This design comes from an exercise in tuning for small area, a short achievable clock period and few clock cycles on the open sky130 flow, not from production work.
Where RTL was checked, it was by simulation tests only, not by an equivalence proof against the original.
The RTL of runs 1 to 7 was laid out without a check of its function.

==> flow/design.v <==
module sqrt_u32(
        input             clk,
        input             rst_n,
        input             vld_in,
        input      [31:0] x,
        output reg        vld_out,
        output     [15:0] y
    );
    localparam K  = 4;                      
    localparam F  = 4;                      
    localparam G  = 0;                      
    localparam L  = (16 - F - G) / K;       
    localparam XW = 32 - 2 * F;             
    localparam CW = (L > 8) ? 4 : (L > 4) ? 3 : (L > 2) ? 2 : 1;
    reg          busy;
    reg [CW-1:0] cnt;                       
    reg [16:0]   r;                         
    reg [15:0]   q;                         
    reg [XW-1:0] xs;                        
    function [32:0] step(input [32:0] rq, input [1:0] xx);
        reg [18:0] c;
        reg [18:0] d;
        begin
            c = {rq[32:16], xx};
            if (!rq[32])
                d = c - {2'b00, rq[14:0], 2'b01};
            else
                d = c + {2'b00, rq[14:0], 2'b11};
            step = {d[16:0], rq[14:0], ~d[18]};
        end
    endfunction
    reg [32:0] ld;                          
    reg [32:0] it;                          
    reg [32:0] ot;                          
    integer k;
    always @* begin
        ld = 33'd0;
        for (k = 0; k < F; k = k + 1)
            ld = step(ld, x[31-2*k -: 2]);
        it = {r, q};
        for (k = 0; k < K; k = k + 1)
            it = step(it, xs[XW-1-2*k -: 2]);
        ot = {r, q};
        for (k = 0; k < G; k = k + 1)
            ot = step(ot, xs[XW-1-2*k -: 2]);
    end
    assign y = ot[15:0];
    always @(posedge clk or negedge rst_n) begin
        if (!rst_n) begin
            busy    <= 1'b0;
            vld_out <= 1'b0;
        end else begin
            vld_out <= busy && cnt == 0;
            if (!busy)
                busy <= vld_in;
            else if (cnt == 0)
                busy <= 1'b0;
        end
    end
    always @(posedge clk) begin
        if (!busy) begin
            {r, q} <= ld;
            xs     <= x[XW-1:0];
            cnt    <= L - 1;
        end else begin
            {r, q} <= it;
            xs     <= xs << (2 * K);
            cnt    <= cnt - 1'b1;
        end
    end
endmodule
==> flow/run.sh <==
#!/bin/bash
# synth_recipe.tcl (not shown) runs the flow's synth.tcl, then flattens the netlist and writes it again
# the make line also repeats each setting of config.mk as NAME=value (left out here)
make -C /OpenROAD-flow-scripts/flow DESIGN_CONFIG=/design/flow/config.mk WORK_HOME=/design/flow/orfs CLKGATE_MAP_FILE= SYNTH_SCRIPT=/design/flow/synth_recipe.tcl finish
==> flow/config.mk <==
export PLATFORM = sky130hd
export DESIGN_NAME = sqrt_u32
export DESIGN_NICKNAME = sqrt_u32
export VERILOG_FILES = /design/flow/design.v
export SDC_FILE = /design/flow/constraint.sdc
export NUM_CORES = 4
export LEC_CHECK = 0
export CAP_MARGIN = 20
export CORE_MARGIN = 2
export CORE_UTILIZATION = 40
export SETUP_SLACK_MARGIN = 5
export SLEW_MARGIN = 20
==> flow/constraint.sdc <==
create_clock -name core_clock -period 10.0 [get_ports {clk}]
set_input_delay 2.0000 -clock core_clock [delete_from_list [all_inputs] [get_ports {clk}]]
set_output_delay 2.0000 -clock core_clock [all_outputs]
set_load 0.01 [all_outputs]
==> summary.md, run 1 <==
| Metric | Value |
|---|---|
| Transition at the pin with the smallest max-transition slack | 747 ps |
| Vias in the first global route | 5956 |
| Number of nets produced by synthesis | 901 |
| Number of rows in the core area | 46 |
| Starting DRC count in detailed routing | 435 |
| Number of vias per cell after detailed routing | 5.50 |
| Crit-path slowest cell | a221o_2 |
| Largest net degree at the start of global routing | 68 |
| Unrepaired setup endpoints after global routing | true |
| TNS Setup | 0 ps |
| Number of buffers created by CTS | 9 |
| Hold-fix buffer count after cts | 0 |
| Worst Slack Setup Final | 2120 ps |
| Crit-path leading delay family | compound AO/OA/AOI/OAI gates |
| Final WL | 19600 um |
| TritonCTS clock tree | yes |
| Setup slack on the worst flop-to-flop path | 2120 ps |
| Top cells by area, synth | dfxtp_1 18%, ha_1 17%, xnor2_1 13% |
| Maximum clock rate | 0.127 GHz |
| Final std cell area, no fill | 8910 um^2 |
| Wire length of the first global-routing pass | 29700 um |
| Number of slew-limit violations in the final report | 0 |
| Number of I/O pins | 52 |
| Number of nets at the end of the flow | 1003 |
| Total via count in the routed design | 6035 |
| Antenna diode instance count | 0 |
| Insertion delay to the later sink of the worst-skew pair | 350 ps |
| Half-perimeter wire length after placement | 13500 um |
| IO buf count | 51 |
| Post-Synthesis Cell Area | 6450 um^2 |
| Maximum net fanout on the critical path | 6 |
| Final period util | 78.8% |
| Type of element capturing the critical path | flip-flop |
| Clock buffer depth | 2 |
| Global-route usage over all layers | 22.5% |
| Post-placement cell area | 7190 um^2 |
| Initial antenna violation count | 0 |
| Relative max-transition margin | 50.2% |
| CTS sink cnt | 61 |
| Remaining DRCs | 0 |
| CP Buf/Inv Count | 5 |
| Part of the Yosys area used for sequential elements | 19.1% |
| Number of detailed-route iterations in the first pass | 5 |
| Max-Cap Viols | 0 |
| Minimum clock period after layout | 7880 ps |
| Total gr overflow | 0 |
| Clock Root Buffer | clkbuf_16 |
| Synthesis warning total | 1 |
| Fraction of synthesis flops using an asynchronous set or reset pin | 3.28% |
| Final setup viols | 0 |
| Longest individual stage delay on the worst path | 420 ps |
| Highest layer used for signal routing | met4 |
| Area growth, synth to finish | 38.1% |
| Status | complete, no violations |
| Layout cell share with drive strength beyond 1 | 26.2% |
| Most area-hungry cell type in the Yosys netlist | dfxtp_1 |
| Die Span Y | 131 um |
| Data required time at the worst endpoint | 10200 ps |
| Amount of wire on met2 after detailed routing | 9710 um |
| Core area | 15800 um^2 |
| Final RePlAce weighted congestion | 0.953 |
| Setup clock skew after layout | 10.5 ps |
| Initial Util | 40.8% |
| Length of routed wiring on met1 | 8430 um |
| DIE WIDTH | 131 um |
| Mean cell area of the mapped netlist | 8.33 um^2 |
| Syn Inst Count | 775 |
| Crit path arrival time | 8080 ps |
| Flop and latch count out of synthesis | 61 |
| Routed Antenna Nets | 0 |
| Htree depth | 3 |
| Worst slack at placement | 930 ps |
| Average wire length per cell after detail routing | 17.9 um |
| Top cell type's share of synthesized area | 18.3% |
| Hold violation count in the final report | 0 |
| Crit path launch type | flip-flop |
| Wire length on met3 | 888 um |
| Kind of critical path | flip-flop to flip-flop |
| Layout fillers | 1360 |
| Overall die area | 17200 um^2 |
| Commonest register cell after synthesis | dfxtp_1 |
| HP Class | flip-flop to flip-flop |
| EDFF count, synth | 0 |
| Post-synthesis cell type count | 60 |
| Register clock-pin slew on the reported worst setup and hold paths | 60 ps |
## worst reg2reg max path, delay by kind of cell, from the launching register on
| kind | cells | cell delay [ps] |
|---|---|---|
| and+or+nand+nor | 6 | 1150 |
| AOI/OAI and AO/OA | 13 | 3130 |
| buffers and inverters | 5 | 710 |
| xor gates and xnor gates | 7 | 1060 |
| muxes | 2 | 330 |
| adders and majority gates | 4 | 1020 |
| DFF | 1 | 370 |
## cell usage after synthesis (8+ instances only)
| cell | instances |
|---|---|
| xnor2_1 | 99 |
| ha_1 | 90 |
| a21oi_1 | 70 |
| dfxtp_1 | 59 |
| inv_1 | 42 |
| o21ai_0 | 40 |
| nand2_1 | 34 |
| nor2_1 | 34 |
| xor2_1 | 30 |
| a21o_1 | 24 |
| mux2_2 | 18 |
| and2_1 | 16 |
| buf_4 | 16 |
| nor2b_1 | 15 |
| clkbuf_1 | 14 |
| o21a_1 | 14 |
| buf_1 | 13 |
| nand2b_1 | 13 |
| a211oi_1 | 10 |
| and3_1 | 10 |
| nand3_1 | 10 |
| a31oi_1 | 9 |
| mux2i_1 | 8 |
| nor3_1 | 8 |
## timing repair
action                                 4_1_cts  5_1_grt
setup endpoints to repair                   18       17
setup buffers                               51       27
endpoints found under the hold margin        0        0
cloned                                       2        0
pin swaps                                   40       42
gates resized for setup                     75       51
## path summary, 6_finish.rpt
| check | start | to | depth (start not counted) |
|---|---|---|---|
| min in group asynchronous | rst_n | vld_out | 1 |
| worst min register to register | cnt[0] | cnt[0] | 1 |
| worst min-delay path | cnt[0] | cnt[0] | 1 |
| max in group asynchronous | rst_n | busy | 1 |
| worst max register to register | r[16] | r[15] | 37 |
| worst max-delay path | r[16] | r[15] | 37 |
## layout make-up
| type | instances | area, um^2 | share of cell area, % |
|---|---|---|---|
| multi-input cells | 625 | 5560 | 62.4 |
| repair buffers | 138 | 1340 | 15.1 |
| flip-flops and latches | 61 | 1250 | 14.0 |
| well taps | 216 | 270 | 3.03 |
| clock buffers | 10 | 239 | 2.68 |
| inverters | 42 | 158 | 1.77 |
| clock inverters | 6 | 93.8 | 1.05 |
## cell usage in the layout, fill, tap and decap left out, types with 7 or more instances in the layout
cell type        count
buf_6               10
o21ai_0             28
buf_4               66
xnor2_2             11
a211oi_1             8
inv_1               42
dfxtp_1             52
a31oi_1              7
mux2i_1              8
a21oi_1             58
mux2_2              18
nand3_1              8
and3_1               7
ha_4                 8
o21bai_1             7
xnor2_4              7
ha_1                72
nand2_1             32
xor2_1              25
and2_1              15
buf_12               7
a21o_1              24
nor3_1               7
a21oi_2             11
nand2b_1            13
ha_2                10
clkbuf_16           10
nor2_1              33
o21a_1              14
nor2b_1             13
xnor2_1             83
clkdlybuf4s50_1     51
## metrics by stage
stage	cells	hold slack [ps]	util (%)
floorplan	775	392	-
global placement	1002	403	45.5
detailed placement	1002	404	45.5
CTS	1071	414	52.8
global route	1098	441	56.3
finish	1098	413	56.3
## sequential cells by signal, indices dropped and copies added (netlist names)
register	flops
busy	1
xs	24
r	17
cnt	2
q	16
vld_out	1
## layer usage
metal | vias up | track usage [%]
li1 | 2923 | -
met1 | 2864 | 27.9
met3 | 46 | 4.07
met5 | - | 0
met4 | 0 | 9.20
met2 | 202 | 38.6
## cell families (layout without fill, tap and decap cells)
family	count (synthesis)	count (layout)	synth area share (%)
adders and majority gates	91	91	17.8
DFF	61	61	19.1
xor gates and xnor gates	132	132	18.3
muxes	27	27	4.61
AOI/OAI and AO/OA	217	217	21.5
and+or+nand+nor	158	158	12.5
buffers and inverters	89	196	6.28
==> run 2, diff against run 1 <==
--- a/flow/design.v
+++ b/flow/design.v
@@ -7,6 +7,6 @@
         output     [15:0] y
     );
-    localparam K  = 4;                      
-    localparam F  = 4;                      
+    localparam K  = 2;                      
+    localparam F  = 2;                      
     localparam G  = 0;                      
     localparam L  = (16 - F - G) / K;       
==> run 2 against run 1 <==
Still clean on timing, DRC and antenna; die area down 38%; clock skew down 3.6 ps; critical path depth down 21; hold slack better by 5.0 ps; worst setup slack gained 3300 ps; core utilization is 7.9 points lower; critical path type unchanged.
==> summary.md, run 2 <==
| Metric | Value |
|---|---|
| Share of the core filled with cells in the final layout | 48.4% |
| Number of nets produced by synthesis | 486 |
| Xor/xnor cell area share of the yosys netlist | 11.2% |
| TNS Setup | 0 ps |
| Area growth, synth to finish | 19.1% |
| Number of rows in the core area | 36 |
| Share of synthesized area spent on multiplexers | 7.42% |
| Relative max-transition margin | 58.7% |
| Starting DRC count in detailed routing | 98 |
| Wire length of the first global-routing pass | 14200 um |
| Crit path launch type | flip-flop |
| Synthesis warning total | 1 |
| Initial Util | 40.6% |
| Post-synthesis cell type count | 50 |
| Commonest register cell after synthesis | dfxtp_1 |
| Kind of critical path | flip-flop to flip-flop |
| Unrepaired setup endpoints after global routing | false |
| Largest net degree at the start of global routing | 45 |
| Maximum net fanout on the critical path | 16 |
| Initial antenna violation count | 0 |
| Register clock-pin slew on the reported worst setup and hold paths | 80 ps |
| Fraction of the mapped netlist area in simple logic gates | 12.9% |
| Layout fillers | 933 |
| Mean cell area of the mapped netlist | 9.50 um^2 |
| Worst slack at placement | 4420 ps |
| Vias in the first global route | 3065 |
| Antenna diode instance count | 0 |
| Number of slew-limit violations in the final report | 0 |
| Count leader, synth | dfxtp_1 |
| Layout cell share with drive strength beyond 1 | 11.6% |
| Most frequent cells after synthesis | 64 x dfxtp_1, 39 x ha_1, 28 x xnor2_1 |
| Number of vias per cell after detailed routing | 5.11 |
| Overall die area | 10600 um^2 |
| Number of detailed-route iterations in the first pass | 4 |
| Data required time at the worst endpoint | 10250 ps |
| Fraction of the mapped netlist area in compound gates | 16.1% |
| Clock Root Buffer | clkbuf_8 |
| IO buf count | 51 |
| Final WL | 8430 um |
| Htree depth | 3 |
| Max-Cap Viols | 0 |
| Die Span Y | 103 um |
| HP Class | flip-flop to flip-flop |
| Total via count in the routed design | 3015 |
| Total gr overflow | 0 |
| Worst Slack Setup Final | 5440 ps |
| Global-route usage over all layers | 17.5% |
| Top library cells by usage in the layout, fill and taps aside | 63 x dfxtp_1, 51 x clkdlybuf4s50_1, 39 x ha_1, 28 x xnor2_1, 24 x mux2_2 |
| Maximum clock rate | 0.219 GHz |
| Top cell type's share of synthesized area | 32.7% |
| Clock buffer depth | 2 |
| Core area | 9640 um^2 |
| Fraction of synthesis flops using an asynchronous set or reset pin | 3.03% |
| TritonCTS clock tree | yes |
| Most common cell after layout, fill and taps aside | dfxtp_1 |
| Part of the Yosys area used for sequential elements | 34.0% |
| Most flops, register | xs |
| Setup clock skew after layout | 6.92 ps |
| Minimum clock period after layout | 4560 ps |
| Status | complete, no violations |
| Crit path arrival time | 4810 ps |
| Number of nets at the end of the flow | 526 |
| Syn Inst Count | 412 |
| Combinational family with the most area after synthesis | compound AO/OA/AOI/OAI gates |
| DIE WIDTH | 103 um |
| Half-perimeter wire length after placement | 6360 um |
| Hold violation count in the final report | 0 |
| Type of element capturing the critical path | flip-flop |
| Flop and latch count out of synthesis | 66 |
| Final period util | 45.6% |
| Adder and majority gate portion of the synthesized area | 12.5% |
| Final setup viols | 0 |
| Final RePlAce weighted congestion | 0.891 |
| EDFF count, synth | 0 |
| CTS sink cnt | 66 |
| Top cells by area, synth | dfxtp_1 33%, ha_1 12%, mux2_2 6.9% |
| Post-Synthesis Cell Area | 3910 um^2 |
| Routed Antenna Nets | 0 |
| Insertion delay to the later sink of the worst-skew pair | 350 ps |
| Number of I/O pins | 52 |
| Remaining DRCs | 0 |
| Average wire length per cell after detail routing | 14.3 um |
| Most area-hungry cell type in the Yosys netlist | dfxtp_1 |
| Number of buffers created by CTS | 9 |
| Transition at the pin with the smallest max-transition slack | 612 ps |
| Flip-flop count of the largest register, all copies and words added | 28 |
[run 2: cell count changes after synthesis, moves of 9 or more]
cell     before  now
ha_1         90   39
and3_1       10    1
a21o_1       24    8
buf_1        13    0
xnor2_1      99   28
o21ai_0      40   17
inv_1        42   17
nor2_1       34   22
nand2_1      34   18
a21oi_1      70   18
[run 2: area by class of cell]
cell class | instances | area [um^2] | share of cell area (%)
clock buffers | 9 | 124 | 2.66
clock inverters | 7 | 61.3 | 1.32
inverters | 17 | 63.8 | 1.37
multi-input cells | 302 | 2350 | 50.4
flip-flops and latches | 66 | 1340 | 28.7
well taps | 133 | 166 | 3.57
repair buffers | 56 | 561 | 12.0
[run 2: metrics by stage]
| step | cell area [um^2] | instances | hold slack (ps) |
|---|---|---|---|
| 2_1_floorplan | 3910 | 412 | 393 |
| 3_3_place_gp | 4430 | 570 | 407 |
| 3_5_place_dp | 4430 | 570 | 411 |
| 4_1_cts | 4660 | 590 | 423 |
| 5_1_grt | 4660 | 590 | 450 |
| 6_report | 4660 | 590 | 418 |
[run 2: path summary, 6_finish.rpt]
| check | endpoint | slack, ps | from | depth (start not counted) |
|---|---|---|---|---|
| setup / recovery | r[16] | 5440 | r[16] | 16 |
| hold / removal | cnt[0] | 420 | cnt[0] | 1 |
| setup reg to reg | r[16] | 5440 | r[16] | 16 |
| hold reg to reg | cnt[0] | 420 | cnt[0] | 1 |
| max in group asynchronous | busy | 8070 | rst_n | 1 |
| min in group asynchronous | vld_out | 1800 | rst_n | 1 |
[run 2: cells by family after synthesis]
logic type / after synthesis
muxes: 26
DFF: 66
AOI/OAI and AO/OA: 90
and+or+nand+nor: 97
adders and majority gates: 39
xor gates and xnor gates: 50
buffers and inverters: 44
[run 2: timing repair]
action,CTS,global route
endpoints found under the setup margin,13,4
buffers inserted,4,0
hold buffers,0,0
cloned,0,0
pin swaps,1,0
resized for setup,1,1
[run 2: routing by layer]
layer | global-route usage (%) | share of wire, % | wire (um) | vias to the layer above
met3 | 5.42 | 6.4 | 536 | 22
met4 | 7.49 | 2.7 | 231 | 0
met5 | 0 | 0 | 0 | -
met2 | 29.2 | 46 | 3890 | 76
li1 | - | - | - | 1527
met1 | 20.9 | 45 | 3770 | 1390
[run 2: worst max-delay path: stages (launching register included)]
cell	delay (ps)
dfxtp_4	560
xnor2_1	200
ha_1	310
a21o_1	190
a21oi_1	270
o211ai_1	260
o21a_2	300
o311ai_4	280
buf_12	170
xor2_1	150
ha_1	280
a21oi_1	290
nand2_1	80
o21ai_0	330
a211oi_1	160
or3_1	380
a31o_2	250
==> run 3, diff against run 2 <==
--- a/flow/design.v
+++ b/flow/design.v
@@ -9,8 +9,8 @@
     localparam K  = 2;                      
     localparam F  = 2;                      
-    localparam G  = 0;                      
+    localparam G  = 2;                      
     localparam L  = (16 - F - G) / K;       
     localparam XW = 32 - 2 * F;             
-    localparam CW = (L > 8) ? 4 : (L > 4) ? 3 : (L > 2) ? 2 : 1;
+    localparam CW = (L > 1) ? $clog2(L) : 1;
     reg          busy;
     reg [CW-1:0] cnt;                       
--- a/flow/config.mk
+++ b/flow/config.mk
@@ -9,4 +9,3 @@
 export CORE_MARGIN = 2
 export CORE_UTILIZATION = 40
-export SETUP_SLACK_MARGIN = 5
 export SLEW_MARGIN = 20
==> run 3 against run 2 <==
Clock-buffer cell count rose by 1; cell area rose by 7.4%; hold slack got worse by 19 ps; clock skew rose by 3.0 ps; via count rose by 7.9%; flip-flop and latch count fell by 1; die area rose by 9.2%; non-clock buffer count fell by 4; critical path type is now flip-flop to output pin; largest cell class unchanged.
==> summary.md, run 3 <==
| Metric | Value |
|---|---|
| Worst Slack Setup Final | 2530 ps |
| Most flops, register | xs |
| Crit path arrival time | 5470 ps |
| Synthesis warning total | 1 |
| Average wire length per cell after detail routing | 15.9 um |
| Maximum net fanout on the critical path | 16 |
| Fraction of synthesis flops using an asynchronous set or reset pin | 3.08% |
| Post-CTS setup repair buffer count | 0 |
| Status | complete, no violations |
| Antenna diode instance count | 0 |
| Mean cell area of the mapped netlist | 9.64 um^2 |
| Number of rows in the core area | 37 |
| Resize count post-CTS | 0 |
| Syn Inst Count | 445 |
| Routed Antenna Nets | 0 |
| Final cell count without fillers | 621 |
| Clock Root Buffer | clkbuf_8 |
| Type of element capturing the critical path | output pin |
| Number of vias per cell after detailed routing | 5.24 |
| Final setup viols | 0 |
| HP Class | flip-flop to flip-flop |
| Relative max-transition margin | 40.3% |
| Minimum clock period after layout | 7470 ps |
| Setup clock skew after layout | 9.94 ps |
| Register clock-pin slew on the reported worst setup and hold paths | 80 ps |
| Maximum clock rate | 0.134 GHz |
| Most common cell after layout, fill and taps aside | dfxtp_1 |
| Number of detailed-route iterations in the first pass | 4 |
| IO buf count | 51 |
| Hold violation count in the final report | 0 |
| DIE WIDTH | 108 um |
| Largest net degree at the start of global routing | 60 |
| Max-Cap Viols | 0 |
| Core area | 10400 um^2 |
| Top cell type's share of synthesized area | 29.4% |
| Layout cell share with drive strength beyond 1 | 10.1% |
| Post-Synthesis Cell Area | 4290 um^2 |
| EDFF count, synth | 0 |
| Number of nets produced by synthesis | 519 |
| Share of the core filled with cells in the final layout | 48.3% |
| Worst slack at placement | 2870 ps |
| Initial antenna violation count | 0 |
| Wire length of the first global-routing pass | 16500 um |
| Part of the Yosys area used for sequential elements | 30.6% |
| Remaining DRCs | 0 |
| Vias in the first global route | 3324 |
| Commonest register cell after synthesis | dfxtp_1 |
| Overall die area | 11600 um^2 |
| Total via count in the routed design | 3253 |
| Number of nets at the end of the flow | 554 |
| Area growth, synth to finish | 16.7% |
| Final WL | 9870 um |
| Die Span Y | 108 um |
| Kind of critical path | flip-flop to output pin |
| CTS sink cnt | 65 |
| Total gr overflow | 0 |
| Flop and latch count out of synthesis | 65 |
| Top cells by area, synth | dfxtp_1 29%, ha_1 11%, xnor3_1 7.4% |
| Most frequent cells after synthesis | 63 x dfxtp_1, 39 x ha_1, 30 x xnor2_1 |
| Final RePlAce weighted congestion | 0.816 |
| Final worst hold slack | 399 ps |
| Initial Util | 41.3% |
| TritonCTS clock tree | yes |
| Cells after DPL | 605 |
| Transition at the pin with the smallest max-transition slack | 894 ps |
| Number of buffers created by CTS | 9 |
| Half-perimeter wire length after placement | 7500 um |
| Number of I/O pins | 52 |
| Count leader, synth | dfxtp_1 |
| Post-synthesis cell type count | 58 |
| TNS Setup | 0 ps |
| Unrepaired setup endpoints after global routing | false |
| Data required time at the worst endpoint | 8000 ps |
| Crit path launch type | flip-flop |
| Htree depth | 3 |
| Global-route usage over all layers | 18.4% |
| Hold-fix buffer count after cts | 0 |
| Insertion delay to the later sink of the worst-skew pair | 350 ps |
| Starting DRC count in detailed routing | 98 |
| Clock buffer depth | 2 |
| Top library cells by usage in the layout, fill and taps aside | 63 x dfxtp_1, 51 x clkdlybuf4s50_1, 39 x ha_1, 30 x xnor2_1, 25 x mux2_2 |
| Most area-hungry cell type in the Yosys netlist | dfxtp_1 |
| Final period util | 74.7% |
| Number of slew-limit violations in the final report | 0 |
| Flip-flop count of the largest register, all copies and words added | 28 |
-- run 3: final timing paths --
kind / start / endpoint / slack [ps] / cells after the start
max: r[16] / y[0] / 2530 / 16
min: cnt[0] / cnt[0] / 400 / 1
max reg2reg: r[16] / r[14] / 4890 / 15
min reg2reg: cnt[0] / cnt[0] / 400 / 1
max in group asynchronous: rst_n / busy / 8070 / 1
min in group asynchronous: rst_n / busy / 1800 / 1
-- run 3: through the flow --
stage                     cell area (um^2)
after floorplan                       4290
after global placement                4810
after detailed placement              4810
after CTS                             5010
after global routing                  5010
final                                 5010
-- run 3: metal layers --
metal / vias up / global-route usage (%) / part of all wire [%]
met5: - / 0 / 0
met4: 0 / 3.75 / 0.85
met1: 1518 / 24.3 / 47
met3: 7 / 5.08 / 5.6
met2: 80 / 30.1 / 46
li1: 1648 / - / -
-- run 3: cells by family after synthesis --
logic type | synth area share (%)
compound gates | 17.4
xor+xnor | 14.9
fa+ha+maj | 11.4
buf+inv | 5.54
flops | 30.6
mux | 7.27
simple gates | 12.9
-- run 3: worst max-delay path, cell delays in order, from the launching register on --
cell and delay [ps]:
dfxtp_1 910, xnor2_1 210, ha_1 370, a21o_1 220, a22o_1 250, o311ai_4 340
a21oi_2 130, a21oi_4 490, xnor3_1 300, ha_1 360, o21a_1 190, o31a_1 140
o31ai_2 260, nand2b_1 160, a21oi_1 190, nand2_1 80, clkdlybuf4s50_1 490
-- run 3: cell type report --
type                       instances  area (um^2)
inverter                          19         71.3
clock inverter                     6         67.6
clock buffer                      10          128
sequential                        65         1310
timing repair buffer              52          518
multi-input combinational        333         2740
fill                            1029         5360
tap                              136          170
==> run 4, diff against run 3 <==
--- a/flow/design.v
+++ b/flow/design.v
@@ -7,7 +7,7 @@
         output     [15:0] y
     );
-    localparam K  = 2;                      
-    localparam F  = 2;                      
-    localparam G  = 2;                      
+    localparam K  = 1;                      
+    localparam F  = 1;                      
+    localparam G  = 1;                      
     localparam L  = (16 - F - G) / K;       
     localparam XW = 32 - 2 * F;             
==> run 4 against run 3 <==
Critical endpoint unchanged; die area is 28% lower; sequential share of layout area grew 9.5 points; routed wire length is 42% lower; via count is 34% lower; clock skew shrank 2.9 ps; clock-buffer cell count up 2; critical path depth decreased by 7; synthesized cell count decreased by 36%; maximum frequency up 36%; cell area is 23% lower; critical path type unchanged; hold slack better by 2.1 ps.
==> summary.md, run 4 <==
| Metric | Value |
|---|---|
| Status | complete, no violations |
| Global-route usage over all layers | 15.3% |
| Initial Util | 41.5% |
| Relative max-transition margin | 39.3% |
| IO buf count | 51 |
| Average wire length per cell after detail routing | 13.0 um |
| Type of element capturing the critical path | output pin |
| Top library cells by usage in the layout, fill and taps aside | 66 x dfxtp_1, 51 x clkdlybuf4s50_1, 28 x mux2_2, 23 x xnor2_1, 20 x ha_1 |
| Flip-flop count of the largest register, all copies and words added | 30 |
| Mean cell area of the mapped netlist | 10.6 um^2 |
| Max-Cap Viols | 0 |
| Final cell count without fillers | 441 |
| Half-perimeter wire length after placement | 4010 um |
| Area growth, synth to finish | 27.0% |
| Crit path arrival time | 3500 ps |
| Unrepaired setup endpoints after global routing | false |
| TNS Setup | 0 ps |
| Number of buffers created by CTS | 9 |
| Overall die area | 8280 um^2 |
| Most common cell after layout, fill and taps aside | dfxtp_1 |
| Minimum clock period after layout | 5500 ps |
| Fraction of synthesis flops using an asynchronous set or reset pin | 2.94% |
| TritonCTS clock tree | yes |
| Most frequent cells after synthesis | 66 x dfxtp_1, 28 x mux2_2, 23 x xnor2_1 |
| Number of detailed-route iterations in the first pass | 4 |
| Die Span Y | 91.0 um |
| Syn Inst Count | 286 |
| Most area-hungry cell type in the Yosys netlist | dfxtp_1 |
| Hold-fix buffer count after cts | 0 |
| Number of nets produced by synthesis | 341 |
| Setup clock skew after layout | 7.03 ps |
| Routed Antenna Nets | 0 |
| Total gr overflow | 0 |
| Final worst hold slack | 401 ps |
| Hold violation count in the final report | 0 |
| Number of I/O pins | 52 |
| Wire length of the first global-routing pass | 10100 um |
| Final setup viols | 0 |
| Largest net degree at the start of global routing | 71 |
| Maximum net fanout on the critical path | 16 |
| Post-Synthesis Cell Area | 3030 um^2 |
| Crit path cell chain | xnor2_1, ha_1, and2b_1, o211ai_2, a211o_1, a211oi_2, o21ai_1, nand2_1, clkdlybuf4s50_1 |
| Total via count in the routed design | 2133 |
| Final RePlAce weighted congestion | 0.796 |
| Layout cell share with drive strength beyond 1 | 15.8% |
| Maximum clock rate | 0.182 GHz |
| Clock Root Buffer | clkbuf_8 |
| Synthesis warning total | 1 |
| Final WL | 5750 um |
| Transition at the pin with the smallest max-transition slack | 909 ps |
| Top cell type's share of synthesized area | 43.7% |
| Most flops, register | xs |
| Insertion delay to the later sink of the worst-skew pair | 350 ps |
| CTS sink cnt | 68 |
| Vias in the first global route | 2202 |
| Post-CTS setup repair buffer count | 0 |
| Htree depth | 3 |
| Share of the core filled with cells in the final layout | 52.7% |
| Number of slew-limit violations in the final report | 0 |
| Remaining DRCs | 0 |
| Resize count post-CTS | 0 |
| Commonest register cell after synthesis | dfxtp_1 |
| Crit-path slowest cell | dfxtp_1 |
| Starting DRC count in detailed routing | 90 |
| Crit-path leading delay family | flip-flops |
| Register clock-pin slew on the reported worst setup and hold paths | 70 ps |
| Antenna diode instance count | 0 |
| Initial antenna violation count | 0 |
| HP Class | flip-flop to flip-flop |
| Data required time at the worst endpoint | 8000 ps |
| Count leader, synth | dfxtp_1 |
| Number of vias per cell after detailed routing | 4.84 |
| Top cells by area, synth | dfxtp_1 44%, mux2_2 10%, ha_1 8.3% |
| Flop and latch count out of synthesis | 68 |
| Number of nets at the end of the flow | 392 |
| Post-synthesis cell type count | 42 |
| CP Buf/Inv Count | 1 |
| Kind of critical path | flip-flop to output pin |
| EDFF count, synth | 0 |
| Core area | 7290 um^2 |
| Cells after DPL | 425 |
| Number of rows in the core area | 31 |
| Final period util | 55.0% |
| Clock buffer depth | 2 |
| DIE WIDTH | 91.0 um |
| Longest individual stage delay on the worst path | 920 ps |
| Part of the Yosys area used for sequential elements | 45.3% |
| Crit path launch type | flip-flop |
## run 4: cell type report
cell class | count | area (um^2)
clock buffers | 12 | 145
clock inverters | 4 | 72.6
fillers | 701 | 3450
inverters | 11 | 41.3
multi-input cells | 195 | 1570
flip-flops and latches | 68 | 1370
well taps | 99 | 124
repair buffers | 52 | 518
## run 4: stage by stage
step                      instance area, um^2  worst slack [ps]
after floorplan                          3030              5620
after global placement                   3620              4900
after detailed placement                 3620              4850
after CTS                                3840              4460
after global routing                     3840              4230
final                                    3840              4500
## run 4: per-layer routing
metal  vias to the layer above  part of all wire, %  wire length, um  track usage [%]
li1                       1092                    -                -                -
met1                       986                   50             2850             19.9
met2                        43                   44             2510             23.4
met3                        12                  4.4              255             4.32
met4                         0                  2.2              124             7.20
met5                         -                    0                0                0
## run 4: logic make-up (layout without fill, tap and decap cells)
group | Yosys count | after routing | synth area share (%)
DFF | 68 | 68 | 45.3
buffers and inverters | 23 | 79 | 2.94
AOI/OAI and AO/OA | 56 | 56 | 13.5
xor gates and xnor gates | 29 | 29 | 8.39
adders and majority gates | 20 | 20 | 8.27
and+or+nand+nor | 59 | 59 | 10.2
muxes | 31 | 31 | 11.4
## run 4: path summary, 6_finish.rpt
path | from | endpoint | slack [ps] | cells past startpoint
min in group asynchronous | rst_n | vld_out | 1810 | 1
min reg2reg | cnt[0] | cnt[0] | 400 | 1
max in group asynchronous | rst_n | busy | 8060 | 1
min | cnt[0] | cnt[0] | 400 | 1
max | r[16] | y[0] | 4500 | 9
max reg2reg | r[16] | r[15] | 7160 | 8
## run 4: worst reg2reg max path: stages (launching register included)
cell and delay (ps):
dfxtp_1 920, xnor2_1 160, ha_1 380, a21oi_2 240
o21ai_2 130, o31ai_2 380, o31ai_1 180, xor2_1 160
a21o_1 190
==> run 5, diff against run 4 <==
--- a/flow/design.v
+++ b/flow/design.v
@@ -7,10 +7,10 @@
         output     [15:0] y
     );
-    localparam K  = 1;                      
+    localparam K  = 3;                      
     localparam F  = 1;                      
-    localparam G  = 1;                      
+    localparam G  = 0;                      
     localparam L  = (16 - F - G) / K;       
     localparam XW = 32 - 2 * F;             
-    localparam CW = (L > 1) ? $clog2(L) : 1;
+    localparam CW = (L > 8) ? 4 : (L > 4) ? 3 : (L > 2) ? 2 : 1;
     reg          busy;
     reg [CW-1:0] cnt;                       
--- a/flow/config.mk
+++ b/flow/config.mk
@@ -9,3 +9,4 @@
 export CORE_MARGIN = 2
 export CORE_UTILIZATION = 40
+export SETUP_SLACK_MARGIN = 5
 export SLEW_MARGIN = 20
==> run 5 against run 4 <==
Critical endpoint is now r[16]; clock-buffer cell count decreased by 3; non-clock buffer count increased by 49; first-iteration DRC count rose to 3.1 times the previous value; via count rose by 110%; routed wire length up 140%; maximum frequency up 2.7%; sequential share of layout area shrank 16 points.
==> summary.md, run 5 <==
| Metric | Value |
|---|---|
| CTS sink cnt | 68 |
| Half-perimeter wire length after placement | 9960 um |
| Final cell count without fillers | 832 |
| Number of I/O pins | 52 |
| Setup clock skew after layout | 10.1 ps |
| Initial antenna violation count | 0 |
| Largest net degree at the start of global routing | 64 |
| Most common cell after layout, fill and taps aside | dfxtp_1 |
| Overall die area | 13600 um^2 |
| DIE WIDTH | 117 um |
| Final worst hold slack | 439 ps |
| Total gr overflow | 0 |
| TritonCTS clock tree | yes |
| Status | complete, no violations |
| Number of slew-limit violations in the final report | 0 |
| Top cell type's share of synthesized area | 26.0% |
| Transition at the pin with the smallest max-transition slack | 681 ps |
| Clock Root Buffer | clkbuf_16 |
| Hold violation count in the final report | 0 |
| Syn Inst Count | 574 |
| Total area of multi-input combinational cells | 3990 um^2 |
| Fraction of synthesis flops using an asynchronous set or reset pin | 2.94% |
| Remaining DRCs | 0 |
| Kind of critical path | flip-flop to flip-flop |
| Final RePlAce weighted congestion | 0.898 |
| Final setup viols | 0 |
| Part of the Yosys area used for sequential elements | 27.0% |
| Global-route usage over all layers | 21.3% |
| Most area-hungry cell type in the Yosys netlist | dfxtp_1 |
| Register clock-pin slew on the reported worst setup and hold paths | 60 ps |
| Layout fillers | 1121 |
| Initial Util | 40.6% |
| Antenna diode instance count | 0 |
| Number of nets produced by synthesis | 665 |
| Data required time at the worst endpoint | 10230 ps |
| Number of buffers created by CTS | 9 |
| Final WL | 14000 um |
| Vias in the first global route | 4346 |
| Cells after DPL | 768 |
| EDFF count, synth | 0 |
| Flip-flop count of the largest register, all copies and words added | 30 |
| Final period util | 53.6% |
| Post-Synthesis Cell Area | 5080 um^2 |
| Core area | 12500 um^2 |
| Crit path launch type | flip-flop |
| Number of vias per cell after detailed routing | 5.37 |
| IO buf count | 51 |
| Maximum clock rate | 0.187 GHz |
| Most flops, register | xs |
| Layout cell share with drive strength beyond 1 | 30.2% |
| Commonest register cell after synthesis | dfxtp_1 |
| Number of rows in the core area | 41 |
| Top cells by area, synth | dfxtp_1 26%, ha_1 14%, xnor2_1 12% |
| Relative max-transition margin | 54.6% |
| Clock buffer depth | 2 |
| Post-synthesis cell type count | 64 |
| Mean cell area of the mapped netlist | 8.85 um^2 |
| Minimum clock period after layout | 5360 ps |
| Htree depth | 3 |
| Number of detailed-route iterations in the first pass | 6 |
| Average wire length per cell after detail routing | 16.8 um |
| Wire length of the first global-routing pass | 22200 um |
| Starting DRC count in detailed routing | 282 |
| Die Span Y | 117 um |
| Insertion delay to the later sink of the worst-skew pair | 340 ps |
| Count leader, synth | xnor2_1 |
| Routed Antenna Nets | 0 |
| Area growth, synth to finish | 37.4% |
| Sequential cell area in the final layout | 1390 um^2 |
| Flop and latch count out of synthesis | 68 |
| HP Class | flip-flop to flip-flop |
| Unrepaired setup endpoints after global routing | true |
| Top library cells by usage in the layout, fill and taps aside | 56 x dfxtp_1, 55 x xnor2_1, 51 x clkdlybuf4s50_1, 41 x buf_4, 38 x ha_1 |
| Most frequent cells after synthesis | 72 x xnor2_1, 66 x dfxtp_1, 56 x ha_1 |
| TNS Setup | 0 ps |
| Total via count in the routed design | 4467 |
| Synthesis warning total | 1 |
| Type of element capturing the critical path | flip-flop |
| Number of nets at the end of the flow | 746 |
| Crit path arrival time | 5580 ps |
| Maximum net fanout on the critical path | 8 |
| Max-Cap Viols | 0 |
run 5: changes by cell type after synthesis, sizes merged, moves of 6 or more:
cell   previous run  this run
xnor2            23        73
ha               20        56
a21oi            14        43
nor2              9        29
o21ai             8        26
buf               2        19
inv              11        28
nand2            16        26
nand4             2        11
nand3             2        10
o21a              3        11
nor2b             3         9
or3               0         6
run 5: kinds of logic (layout without fill, tap and decap cells):
| family | count (synthesis) | in the layout | share of synthesized area (%) |
|---|---|---|---|
| buffers and inverters | 59 | 145 | 5.86 |
| and+or+nand+nor | 141 | 141 | 14.5 |
| DFF | 68 | 68 | 27.0 |
| adders and majority gates | 56 | 56 | 13.8 |
| xor gates and xnor gates | 80 | 80 | 14.2 |
| AOI/OAI and AO/OA | 143 | 143 | 18.7 |
| muxes | 27 | 27 | 5.94 |
run 5: area by class of cell:
type                       instances  share of cell area, %
sequential                        68                   19.9
timing repair buffer             101                   14.0
tap                              172                   3.08
inverter                          28                   1.51
clock inverter                     7                   1.16
multi-input combinational        447                   57.1
clock buffer                       9                   3.23
run 5: worst paths after layout:
path / startpoint / end / slack, ps / cells after the start
worst min-delay path: cnt[0] / cnt[0] / 440 / 1
min in group asynchronous: rst_n / vld_out / 1830 / 1
max in group asynchronous: rst_n / busy / 8050 / 1
worst max-delay path: r[16] / r[16] / 4640 / 24
worst max register to register: r[16] / r[16] / 4640 / 24
worst min register to register: cnt[0] / cnt[0] / 440 / 1
run 5: critical path, cell delays in order (launching register included):
cell,delay (ps)
dfxtp_4,370
buf_12,150
xnor2_1,130
ha_1,350
and2_4,190
a22o_4,240
o21ai_2,140
and3_4,240
xnor2_4,90
buf_12,150
buf_16,140
xnor2_1,130
ha_1,380
nand3_2,140
or2_4,290
o311ai_4,300
nand2_4,170
xnor2_1,210
ha_2,320
o21ai_1,160
a21oi_2,90
o31ai_4,270
a21oi_4,110
or3_1,400
o311ai_1,80
run 5: layer usage:
layer	share of wire, %	wire (um)	global-route usage [%]	up-vias
li1	-	-	-	2197
met1	47	6530	27.8	2148
met2	48	6670	34.9	103
met3	3.9	541	4.36	19
met4	2.0	283	7.45	0
met5	0	0	0	-
run 5: what timing repair did:
| item | in CTS | in global routing |
|---|---|---|
| resized for setup | 67 | 35 |
| setup buffers | 35 | 11 |
| endpoints found under the setup margin | 16 | 16 |
| hold buffers | 0 | 0 |
| cloned | 2 | 0 |
| hold endpoints to repair | 0 | 0 |
| pin swaps | 53 | 25 |
run 5: metrics by stage:
step	util, %	cell area [um^2]	setup slack [ps]
after floorplan	-	5330	4670
after global placement	46.5	5830	3870
after detailed placement	46.5	5830	3810
after CTS	53.8	6730	4690
after global routing	55.8	6980	4410
final	55.8	6980	4640
==> run 6, diff against run 5 <==
--- a/flow/design.v
+++ b/flow/design.v
@@ -7,6 +7,6 @@
         output     [15:0] y
     );
-    localparam K  = 3;                      
-    localparam F  = 1;                      
+    localparam K  = 4;                      
+    localparam F  = 0;                      
     localparam G  = 0;                      
     localparam L  = (16 - F - G) / K;       
==> run 6 against run 5 <==
Still clean on timing, DRC and antenna; flip-flop and latch count rose by 1; die area is 17% higher; non-clock buffer count grew 26; highest routed layer unchanged.
==> summary.md, run 6 <==
| Metric | Value |
|---|---|
| Status | complete, no violations |
| IO buf count | 51 |
| Initial Util | 41.0% |
| Remaining DRCs | 0 |
| EDFF count, synth | 0 |
| Setup clock skew after layout | 8.50 ps |
| Initial antenna violation count | 0 |
| Clock Root Buffer | clkbuf_16 |
| Number of buffers created by CTS | 9 |
| Top library cells by usage in the layout, fill and taps aside | 64 x dfxtp_1, 57 x xnor2_1, 57 x buf_4, 51 x clkdlybuf4s50_1, 42 x ha_1 |
| Total gr overflow | 0 |
| Worst Slack Setup Final | 2650 ps |
| Clock buffer depth | 2 |
| Total via count in the routed design | 4875 |
| Fraction of synthesis flops using an asynchronous set or reset pin | 2.90% |
| Post-placement cell area | 6800 um^2 |
| Most area-hungry cell type in the Yosys netlist | dfxtp_1 |
| Overall die area | 15900 um^2 |
| Final setup viols | 0 |
| Part of the Yosys area used for sequential elements | 23.3% |
| Number of vias per cell after detailed routing | 5.30 |
| Flop and latch count out of synthesis | 69 |
| Maximum net fanout on the critical path | 8 |
| Commonest register cell after synthesis | dfxtp_1 |
| Crit path launch type | flip-flop |
| Post-Synthesis Cell Area | 5960 um^2 |
| Worst hold path stage count | 1 |
| Htree depth | 3 |
| Count leader, synth | xnor2_1 |
| Final RePlAce weighted congestion | 0.939 |
| Largest net degree at the start of global routing | 74 |
| Final period util | 73.5% |
| TritonCTS clock tree | yes |
| Number of slew-limit violations in the final report | 0 |
| Hold violation count in the final report | 0 |
| Number of detailed-route iterations in the first pass | 4 |
| Global-route usage over all layers | 20.5% |
| HP Class | flip-flop to flip-flop |
| Post-synthesis cell type count | 68 |
| TNS Setup | 0 ps |
| Final cell count without fillers | 920 |
| Mean cell area of the mapped netlist | 9.31 um^2 |
| Flip-flop count of the largest register, all copies and words added | 32 |
| Half-perimeter wire length after placement | 12000 um |
| Register clock-pin slew on the reported worst setup and hold paths | 60 ps |
| Kind of critical path | flip-flop to flip-flop |
| Worst slack at placement | 956 ps |
| Insertion delay to the later sink of the worst-skew pair | 340 ps |
| Core area | 14500 um^2 |
| Area growth, synth to finish | 37.0% |
| Number of nets at the end of the flow | 837 |
| Layout cell share with drive strength beyond 1 | 33.0% |
| Most flops, register | xs |
| Data required time at the worst endpoint | 10220 ps |
| Maximum clock rate | 0.136 GHz |
| Average wire length per cell after detail routing | 17.9 um |
| Top cells by area, synth | dfxtp_1 23%, ha_1 15%, xnor2_1 11% |
| Unrepaired setup endpoints after global routing | true |
| CTS sink cnt | 69 |
| Minimum clock period after layout | 7350 ps |
| Longest individual stage delay on the worst path | 410 ps |
| Top cell type's share of synthesized area | 22.5% |
| Hold-fix buffer count after cts | 0 |
| DIE WIDTH | 126 um |
| Transition at the pin with the smallest max-transition slack | 708 ps |
| Most common cell after layout, fill and taps aside | dfxtp_1 |
| Vias in the first global route | 4919 |
| Antenna diode instance count | 0 |
| Crit path arrival time | 7580 ps |
| Max-Cap Viols | 0 |
| Final WL | 16500 um |
| Number of rows in the core area | 44 |
| Worst Reg2Reg Path Length in Cells | 36 |
| Syn Inst Count | 640 |
| Most frequent cells after synthesis | 72 x xnor2_1, 71 x ha_1, 67 x dfxtp_1 |
| Wire length of the first global-routing pass | 25900 um |
| Routed Antenna Nets | 0 |
| Final std cell area, no fill | 8170 um^2 |
| Synthesis warning total | 1 |
| Crit-path slowest cell | a2111o_1 |
| Die Span Y | 126 um |
| Type of element capturing the critical path | flip-flop |
| Relative max-transition margin | 52.8% |
| Number of nets produced by synthesis | 746 |
| Cells after DPL | 842 |
| Cell mode on critical path | xnor2_4 |
| Number of I/O pins | 52 |
| Layout fillers | 1256 |
| Starting DRC count in detailed routing | 239 |
[run 6: cell type report]
cell class                      count  area, um^2  area share [%]
Multi-Input combinational cell    498        4960            60.7
Sequential cell                    69        1400            17.2
Timing Repair Buffer              127        1190            14.6
Tap cell                          184         230            2.82
Clock buffer                        9         225            2.76
Inverter                           26        97.6            1.19
Clock inverter                      7        62.6           0.766
[run 6: logic make-up after synthesis]
group / Yosys count / share of synthesized area (%)
mux: 25 / 4.70
compound gates: 154 / 18.2
simple gates: 136 / 12.9
buf+inv: 73 / 6.28
flops: 69 / 23.3
xor+xnor: 112 / 19.7
fa+ha+maj: 71 / 14.9
[run 6: layer usage]
| metal | track usage, % | routed length, um | vias to the layer above |
|---|---|---|---|
| met5 | 0 | 0 | - |
| met4 | 6.27 | 371 | 0 |
| met3 | 3.02 | 644 | 28 |
| met2 | 34.2 | 7930 | 104 |
| met1 | 27.4 | 7560 | 2332 |
| li1 | - | - | 2411 |
[run 6: stage by stage]
step	utilization, %	hold WS (ps)
floorplan	-	358
global placement	46.8	364
detailed placement	46.8	369
CTS	53.1	384
global route	56.2	413
finish	56.2	379
[run 6: worst max-delay path: cells and delay by family (launching register included)]
| family | cells | cell delay [ps] |
|---|---|---|
| AO/OA/AOI/OAI | 16 | 3240 |
| AND/OR/NAND/NOR | 4 | 760 |
| adder cells (fa/ha/maj) | 4 | 1030 |
| buffers and inverters | 5 | 800 |
| XOR/XNOR | 7 | 1060 |
| flip-flops | 1 | 350 |
[run 6: path summary, 6_finish.rpt]
kind / from / endpoint / slack [ps]
min in group asynchronous: rst_n / vld_out / 1820
max: r[16] / r[15] / 2650
min: cnt[0] / cnt[0] / 380
max in group asynchronous: rst_n / busy / 8040
max reg2reg: r[16] / r[15] / 2650
min reg2reg: cnt[0] / cnt[0] / 380
[run 6: what timing repair did]
item / 4_1_cts / 5_1_grt
buffers inserted: 43 / 19
setup endpoints to repair: 18 / 17
pin swaps: 42 / 37
cloned: 0 / 0
resized for setup: 62 / 44
==> run 7, diff against run 6 <==
--- a/flow/design.v
+++ b/flow/design.v
@@ -7,6 +7,6 @@
         output     [15:0] y
     );
-    localparam K  = 4;                      
-    localparam F  = 0;                      
+    localparam K  = 2;                      
+    localparam F  = 2;                      
     localparam G  = 0;                      
     localparam L  = (16 - F - G) / K;       
==> flow/flow/run.sh (new file) <==
#!/bin/bash
set -euo pipefail
MARGIN=$(cat flow/margin.txt)
bash standard.sh \
  "SETUP_SLACK_MARGIN=$MARGIN" \
  "BUFFER_PORTS_ARGS=-buffer_cell sky130_fd_sc_hd__buf_1" \
  finish > standard.log 2>&1
==> flow/flow/margin.txt (new file) <==
7
==> flow/standard.sh (new file) <==
#!/bin/bash
# synth_recipe.tcl (not shown) runs the flow's synth.tcl, then flattens the netlist and writes it again
# the make line also repeats each setting of config.mk as NAME=value (left out here)
make -C /OpenROAD-flow-scripts/flow DESIGN_CONFIG=/design/flow/config.mk WORK_HOME=/design/flow/orfs CLKGATE_MAP_FILE= SYNTH_SCRIPT=/design/flow/synth_recipe.tcl "${@:-finish}"
--- a/flow/config.mk
+++ b/flow/config.mk
@@ -9,4 +9,3 @@
 export CORE_MARGIN = 2
 export CORE_UTILIZATION = 40
-export SETUP_SLACK_MARGIN = 5
 export SLEW_MARGIN = 20
removed: flow/run.sh
==> run 7 against run 6 <==
Largest cell class unchanged; synthesized cell count shrank 36%; cell area decreased by 37%.
==> summary.md, run 7 <==
| Metric | Value |
|---|---|
| Die Span Y | 103 um |
| Antenna diode instance count | 0 |
| Final WL | 9360 um |
| Minimum clock period after layout | 4040 ps |
| Count leader, synth | dfxtp_1 |
| Crit path cell chain | buf_12, xnor2_4, ha_4, a211o_1, o211ai_1, o211ai_1, o21a_2, o311ai_4, buf_6, xor2_1, ha_1, a21oi_2, nand2_1, o21ai_2, a211oi_2, or3_1, a31o_2 |
| Hold-fix buffer count after cts | 0 |
| Data required time at the worst endpoint | 10240 ps |
| Starting DRC count in detailed routing | 118 |
| CTS sink cnt | 66 |
| Number of slew-limit violations in the final report | 0 |
| Initial antenna violation count | 0 |
| Largest net degree at the start of global routing | 61 |
| Post-Synthesis Cell Area | 3910 um^2 |
| Core area | 9640 um^2 |
| Crit path launch | r[16] |
| Clock buffer depth | 2 |
| HP Class | flip-flop to flip-flop |
| Flop and latch count out of synthesis | 66 |
| Number of I/O pins | 52 |
| Number of nets produced by synthesis | 486 |
| Most flops, register | xs |
| Final setup viols | 0 |
| Final std cell area, no fill | 5170 um^2 |
| TritonCTS clock tree | yes |
| EDFF count, synth | 0 |
| Number of rows in the core area | 36 |
| Crit path arrival time | 4280 ps |
| Routed Antenna Nets | 0 |
| Status | complete, no violations |
| Post-placement cell area | 4170 um^2 |
| Total gr overflow | 0 |
| Number of vias per cell after detailed routing | 5.05 |
| Most common cell after layout, fill and taps aside | dfxtp_1 |
| Global-route usage over all layers | 17.8% |
| CP Buf/Inv Count | 2 |
| Most frequent cells after synthesis | 64 x dfxtp_1, 39 x ha_1, 28 x xnor2_1 |
| Worst Slack Setup Final | 5960 ps |
| Worst path depth | 17 |
| Worst slack at placement | 4680 ps |
| Crit path launch type | flip-flop |
| Unrepaired setup endpoints after global routing | true |
| Relative max-transition margin | 53.7% |
| Syn Inst Count | 412 |
| Crit-path leading delay family | compound AO/OA/AOI/OAI gates |
| Top cell type's share of synthesized area | 32.7% |
| Fraction of synthesis flops using an asynchronous set or reset pin | 3.03% |
| Register clock-pin slew on the reported worst setup and hold paths | 80 ps |
| Worst Reg2Reg Path Length in Cells | 17 |
| Overall die area | 10600 um^2 |
| Setup slack on the worst flop-to-flop path | 5960 ps |
| Htree depth | 3 |
| Remaining DRCs | 0 |
| Number of detailed-route iterations in the first pass | 4 |
| Transition at the pin with the smallest max-transition slack | 685 ps |
| Commonest register cell after synthesis | dfxtp_1 |
| Wire length of the first global-routing pass | 14500 um |
| Area growth, synth to finish | 32.1% |
| Launch point of the worst reg-to-reg path | r[16] |
| Post-synthesis cell type count | 50 |
| Synthesis warning total | 1 |
| Insertion delay to the later sink of the worst-skew pair | 340 ps |
| Crit-path slowest cell | dfxtp_4 |
| Mean cell area of the mapped netlist | 9.50 um^2 |
| Setup clock skew after layout | 10.4 ps |
| Average wire length per cell after detail routing | 14.9 um |
| Maximum clock rate | 0.248 GHz |
| Cell mode on critical path | o211ai_1 |
| Final RePlAce weighted congestion | 0.825 |
| Max-Cap Viols | 0 |
| Number of buffers created by CTS | 9 |
| Type of element capturing the critical path | flip-flop |
| Number of nets at the end of the flow | 566 |
| DIE WIDTH | 103 um |
| Total via count in the routed design | 3183 |
| Half-perimeter wire length after placement | 6180 um |
| Hold violation count in the final report | 0 |
| Longest individual stage delay on the worst path | 460 ps |
| TNS Setup | 0 ps |
| Most area-hungry cell type in the Yosys netlist | dfxtp_1 |
| Top library cells by usage in the layout, fill and taps aside | 53 x dfxtp_1, 51 x buf_1, 36 x buf_4, 29 x ha_1, 24 x mux2_2 |
| Final period util | 40.4% |
| Endpoint of the worst register-to-register path | r[16] |
| Flip-flop count of the largest register, all copies and words added | 28 |
| Initial Util | 40.6% |
| Clock Root Buffer | clkbuf_8 |
| Vias in the first global route | 3051 |
| IO buf count | 51 |
| Layout cell share with drive strength beyond 1 | 31.8% |
| Maximum net fanout on the critical path | 8 |
| CP endpoint | r[16] |
| Top cells by area, synth | dfxtp_1 33%, ha_1 12%, mux2_2 6.9% |
| Part of the Yosys area used for sequential elements | 34.0% |
| Kind of critical path | flip-flop to flip-flop |
run 7: cell types whose count changed after synthesis, moves of 10 or more:
cell,delta
o21a_1,-11
a21oi_1,-33
nor2b_1,-13
clkbuf_1,-14
xnor2_1,-44
xnor2_2,-10
ha_1,-32
run 7: layout make-up:
| type | instances | area, um^2 |
|---|---|---|
| clock buffers | 10 | 138 |
| clock inverters | 6 | 113 |
| fillers | 888 | 4470 |
| inverters | 17 | 63.8 |
| multi-input cells | 302 | 2760 |
| flip-flops and latches | 66 | 1350 |
| well taps | 133 | 166 |
| repair buffers | 96 | 581 |
run 7: logic make-up (layout without fill, tap and decap cells):
group           after synthesis  in the layout  synth area share [%]
flops                        66             66                  34.0
simple gates                 97             97                  12.9
mux                          26             26                  7.42
compound gates               90             90                  16.1
buf+inv                      44            129                  5.95
fa+ha+maj                    39             39                  12.5
xor+xnor                     50             50                  11.2
run 7: routing by layer:
metal | global-route usage (%) | up-vias | share of wire (%)
met1 | 22.5 | 1490 | 44
met5 | 0 | - | 0
met3 | 4.34 | 13 | 5.3
met2 | 29.4 | 73 | 49
met4 | 6.78 | 0 | 1.6
li1 | - | 1607 | -
run 7: how the worst min path moves through the flow:
stage | cells past startpoint | from | to
floorplan | 1 | cnt[0] | cnt[0]
global placement | 1 | cnt[0] | cnt[0]
detailed placement | 1 | cnt[0] | cnt[0]
CTS | 1 | cnt[0] | cnt[0]
global route | 1 | cnt[0] | cnt[0]
finish | 1 | cnt[0] | cnt[0]
run 7: per-stage QoR:
stage | util, % | cells | hold slack (ps)
2_1_floorplan | - | 412 | 393
3_3_place_gp | 43.3 | 570 | 405
3_5_place_dp | 43.3 | 570 | 404
4_1_cts | 49.2 | 611 | 421
5_1_grt | 53.6 | 630 | 443
6_report | 53.6 | 630 | 418
run 7: timing repair:
action                                  CTS  global route
gates resized for setup                  30            50
endpoints found under the setup margin   19            24
pin swaps                                22            44
buffers inserted                         25            19
==> run 8, diff against run 7 <==
--- a/flow/design.v
+++ b/flow/design.v
@@ -7,5 +7,5 @@
         output     [15:0] y
     );
-    localparam K  = 2;                      
+    localparam K  = 1;                      
     localparam F  = 2;                      
     localparam G  = 0;                      
==> flow/flow/margin.txt (replaced) <==
7.3
==> run 8 against run 7 <==
Via count down 23%; non-clock buffer count is 25 lower; clock-buffer cell count grew 1; synthesized cell count fell by 21%; largest cell class unchanged; critical path type is now flip-flop to output pin; hold slack lost 9.7 ps.
==> summary.md, run 8 <==
| Metric | Value |
|---|---|
| Most area-hungry cell type in the Yosys netlist | dfxtp_1 |
| Initial antenna violation count | 0 |
| Most flops, register | xs |
| Remaining DRCs | 0 |
| Insertion delay to the later sink of the worst-skew pair | 350 ps |
| Antenna diode instance count | 0 |
| Unrepaired setup endpoints after global routing | true |
| Setup clock skew after layout | 8.55 ps |
| Initial Util | 41.7% |
| DIE WIDTH | 94.2 um |
| Final WL | 6350 um |
| Clock Root Buffer | clkbuf_8 |
| Commonest register cell after synthesis | dfxtp_1 |
| Syn Inst Count | 326 |
| Longest individual stage delay on the worst path | 360 ps |
| Crit path launch type | flip-flop |
| Top cells by area, synth | dfxtp_1 40%, mux2_2 9.0%, ha_1 7.7% |
| TNS Setup | 0 ps |
| Crit-path slowest cell | dfrtp_1 |
| Mean cell area of the mapped netlist | 9.99 um^2 |
| Amount of wire on met2 after detailed routing | 2850 um |
| Number of detailed-route iterations in the first pass | 4 |
| Maximum net fanout on the critical path | 1 |
| Layout fillers | 740 |
| Status | complete, no violations |
| Register clock-pin slew on the reported worst setup and hold paths | 70 ps |
| HP Class | flip-flop to flip-flop |
| CP Buf/Inv Count | 1 |
| Top library cells by usage in the layout, fill and taps aside | 49 x dfxtp_1, 32 x buf_1, 26 x mux2_2, 24 x xnor2_1, 20 x ha_1 |
| Highest layer used for signal routing | met4 |
| Final period util | 28.3% |
| Kind of critical path | flip-flop to output pin |
| Most frequent cells after synthesis | 65 x dfxtp_1, 26 x mux2_2, 24 x xnor2_1 |
| IO buf count | 51 |
| Post-Synthesis Cell Area | 3260 um^2 |
| Vias in the first global route | 2394 |
| Number of rows in the core area | 32 |
| Worst hold path stage count | 1 |
| Number of buffers created by CTS | 9 |
| Flop and latch count out of synthesis | 67 |
| Number of I/O pins | 52 |
| Type of element capturing the critical path | output pin |
| Crit path cell chain | clkbuf_2 |
| Maximum clock rate | 0.353 GHz |
| Core area | 7810 um^2 |
| Relative max-transition margin | 55.1% |
| Crit-path leading delay family | flip-flops |
| Worst path depth | 1 |
| Number of slew-limit violations in the final report | 0 |
| Length of routed wiring on met1 | 3050 um |
| Average wire length per cell after detail routing | 13.2 um |
| Worst Reg2Reg Path Length in Cells | 7 |
| Layout cell share with drive strength beyond 1 | 28.6% |
| Overall die area | 8880 um^2 |
| Wire length on met3 | 363 um |
| Starting DRC count in detailed routing | 59 |
| Count leader, synth | dfxtp_1 |
| Post-synthesis cell type count | 49 |
| Synthesis warning total | 1 |
| Transition at the pin with the smallest max-transition slack | 673 ps |
| EDFF count, synth | 0 |
| Final setup viols | 0 |
| Part of the Yosys area used for sequential elements | 41.5% |
| Wire length of the first global-routing pass | 10700 um |
| Area growth, synth to finish | 23.1% |
| Global-route usage over all layers | 15.4% |
| Die Span Y | 94.2 um |
| Number of vias per cell after detailed routing | 5.05 |
| Total gr overflow | 0 |
| Final RePlAce weighted congestion | 0.834 |
| Crit path arrival time | 830 ps |
| Clock buffer depth | 2 |
| Hold-fix buffer count after cts | 0 |
| Half-perimeter wire length after placement | 4220 um |
| Most common cell after layout, fill and taps aside | dfxtp_1 |
| Htree depth | 3 |
| Max-Cap Viols | 0 |
| CTS sink cnt | 67 |
| Routed Antenna Nets | 0 |
| TritonCTS clock tree | yes |
| Flip-flop count of the largest register, all copies and words added | 28 |
| Hold violation count in the final report | 0 |
| Data required time at the worst endpoint | 8000 ps |
| Fraction of synthesis flops using an asynchronous set or reset pin | 2.99% |
| Largest net degree at the start of global routing | 41 |
| Number of nets produced by synthesis | 381 |
| Minimum clock period after layout | 2830 ps |
| Top cell type's share of synthesized area | 40.0% |
| Total via count in the routed design | 2440 |
| Number of nets at the end of the flow | 431 |
==> run 8: cell count changes after synthesis, moves of 4 or more <==
cell,delta
ha_1,-19
nor2_1,-14
a211oi_1,-6
xnor2_1,-4
o21a_1,-4
o21ai_0,-7
inv_1,-4
a21o_1,+7
xor2_1,-20
a21oi_1,-9
==> run 8: stage by stage <==
step                      cells  utilization (%)  area, um^2  setup slack, ps  hold slack [ps]
after floorplan             326                -        3270             7050              372
after global placement      448             43.5        3400             6510              384
after detailed placement    448             43.5        3400             6490              391
after CTS                   481             50.4        3940             7150              411
after global routing        483             51.3        4010             7140              420
final                       483             51.3        4010             7170              409
==> run 8: cell type report <==
cell class / count / area (um^2) / share of cell area (%)
multi-input cells: 214 / 1730 / 43.1
inverters: 13 / 48.8 / 1.22
well taps: 102 / 128 / 3.18
repair buffers: 71 / 492 / 12.3
clock inverters: 5 / 85.1 / 2.12
flip-flops and latches: 67 / 1380 / 34.4
clock buffers: 11 / 151 / 3.78
==> run 8: what timing repair did <==
action,in CTS,in global routing
resized for setup,55,13
endpoints found under the setup margin,31,29
gates cloned,0,0
pin swaps,4,3
hold endpoints to repair,0,0
buffers inserted,17,2
==> run 8: metal layers <==
| metal | global-route usage [%] | up-vias |
|---|---|---|
| li1 | - | 1237 |
| met1 | 19.8 | 1137 |
| met2 | 23.9 | 60 |
| met3 | 4.98 | 6 |
| met4 | 5.80 | 0 |
| met5 | 0 | - |
==> run 8: final timing paths <==
kind	from	to	slack [ps]
setup / recovery	vld_out	vld_out	7170
hold / removal	cnt[0]	cnt[0]	410
setup reg to reg	r[16]	r[13]	7550
hold reg to reg	cnt[0]	cnt[0]	410
max in group asynchronous	rst_n	busy	8440
min in group asynchronous	rst_n	vld_out	1420
==> run 8: kinds of logic (layout without fill, tap and decap cells) <==
| group | count (synthesis) | count (layout) | share of synthesized area (%) |
|---|---|---|---|
| buf+inv | 45 | 100 | 7.41 |
| compound gates | 63 | 63 | 13.7 |
| xor+xnor | 26 | 26 | 6.99 |
| mux | 29 | 29 | 9.91 |
| simple gates | 76 | 76 | 12.8 |
| fa+ha+maj | 20 | 20 | 7.68 |
| flops | 67 | 67 | 41.5 |
Testbench counts of run 8, summed over its fixed seeds: cycles 36,008.

==> afterwards: timing with drivers on the ports <==
The flow's constraints put no driver on any port. The routed layouts listed below were extracted and timed again, unchanged, in two steps.
Step 1: set_driving_cell puts a clkbuf_16 on clk and a buf_2 on each other input, an assumption about the parent block.
Step 2, shift: input delay + t, output delay - t, t = (earliest + latest rising clock arrival at the registers) / 2. This alone moves slack from input paths to output paths.
a / b / c = no drivers / after step 1 / after step 2; a / b = the first two.
| run | shift t [ns] | setup WS [ns] | hold slack, ns | worst slew at a driven data input, ns | cell pins on the clock port's net |
|---|---|---|---|---|---|
| run 1 | 0.383 | 2.115 / 2.115 / 2.115 | 0.413 / 0.413 / 0.413 | 0.04 | 1 |
| run 2 | 0.379 | 5.437 / 5.437 / 5.437 | 0.418 / 0.418 / 0.418 | 0.05 | 1 |
| run 3 | 0.379 | 2.529 / 2.497 / 2.876 | 0.399 / 0.399 / 0.399 | 0.04 | 1 |
| run 4 | 0.375 | 4.500 / 4.468 / 4.843 | 0.401 / 0.401 / 0.401 | 0.04 | 1 |
| run 5 | 0.369 | 4.643 / 4.643 / 4.643 | 0.439 / 0.439 / 0.439 | 0.04 | 1 |
| run 6 | 0.369 | 2.649 / 2.649 / 2.649 | 0.379 / 0.379 / 0.379 | 0.04 | 1 |
| run 7 | 0.370 | 5.961 / 5.961 / 5.961 | 0.418 / 0.418 / 0.418 | 0.04 | 1 |
| run 8 | 0.373 | 7.170 / 7.139 / 6.863 | 0.409 / 0.409 / 0.409 | 0.05 | 1 |
After both steps setup and hold are still met in every run listed. The setup slack of run 8, which loses most, moves by -0.031 ns with the drivers and by -0.307 ns with both steps.
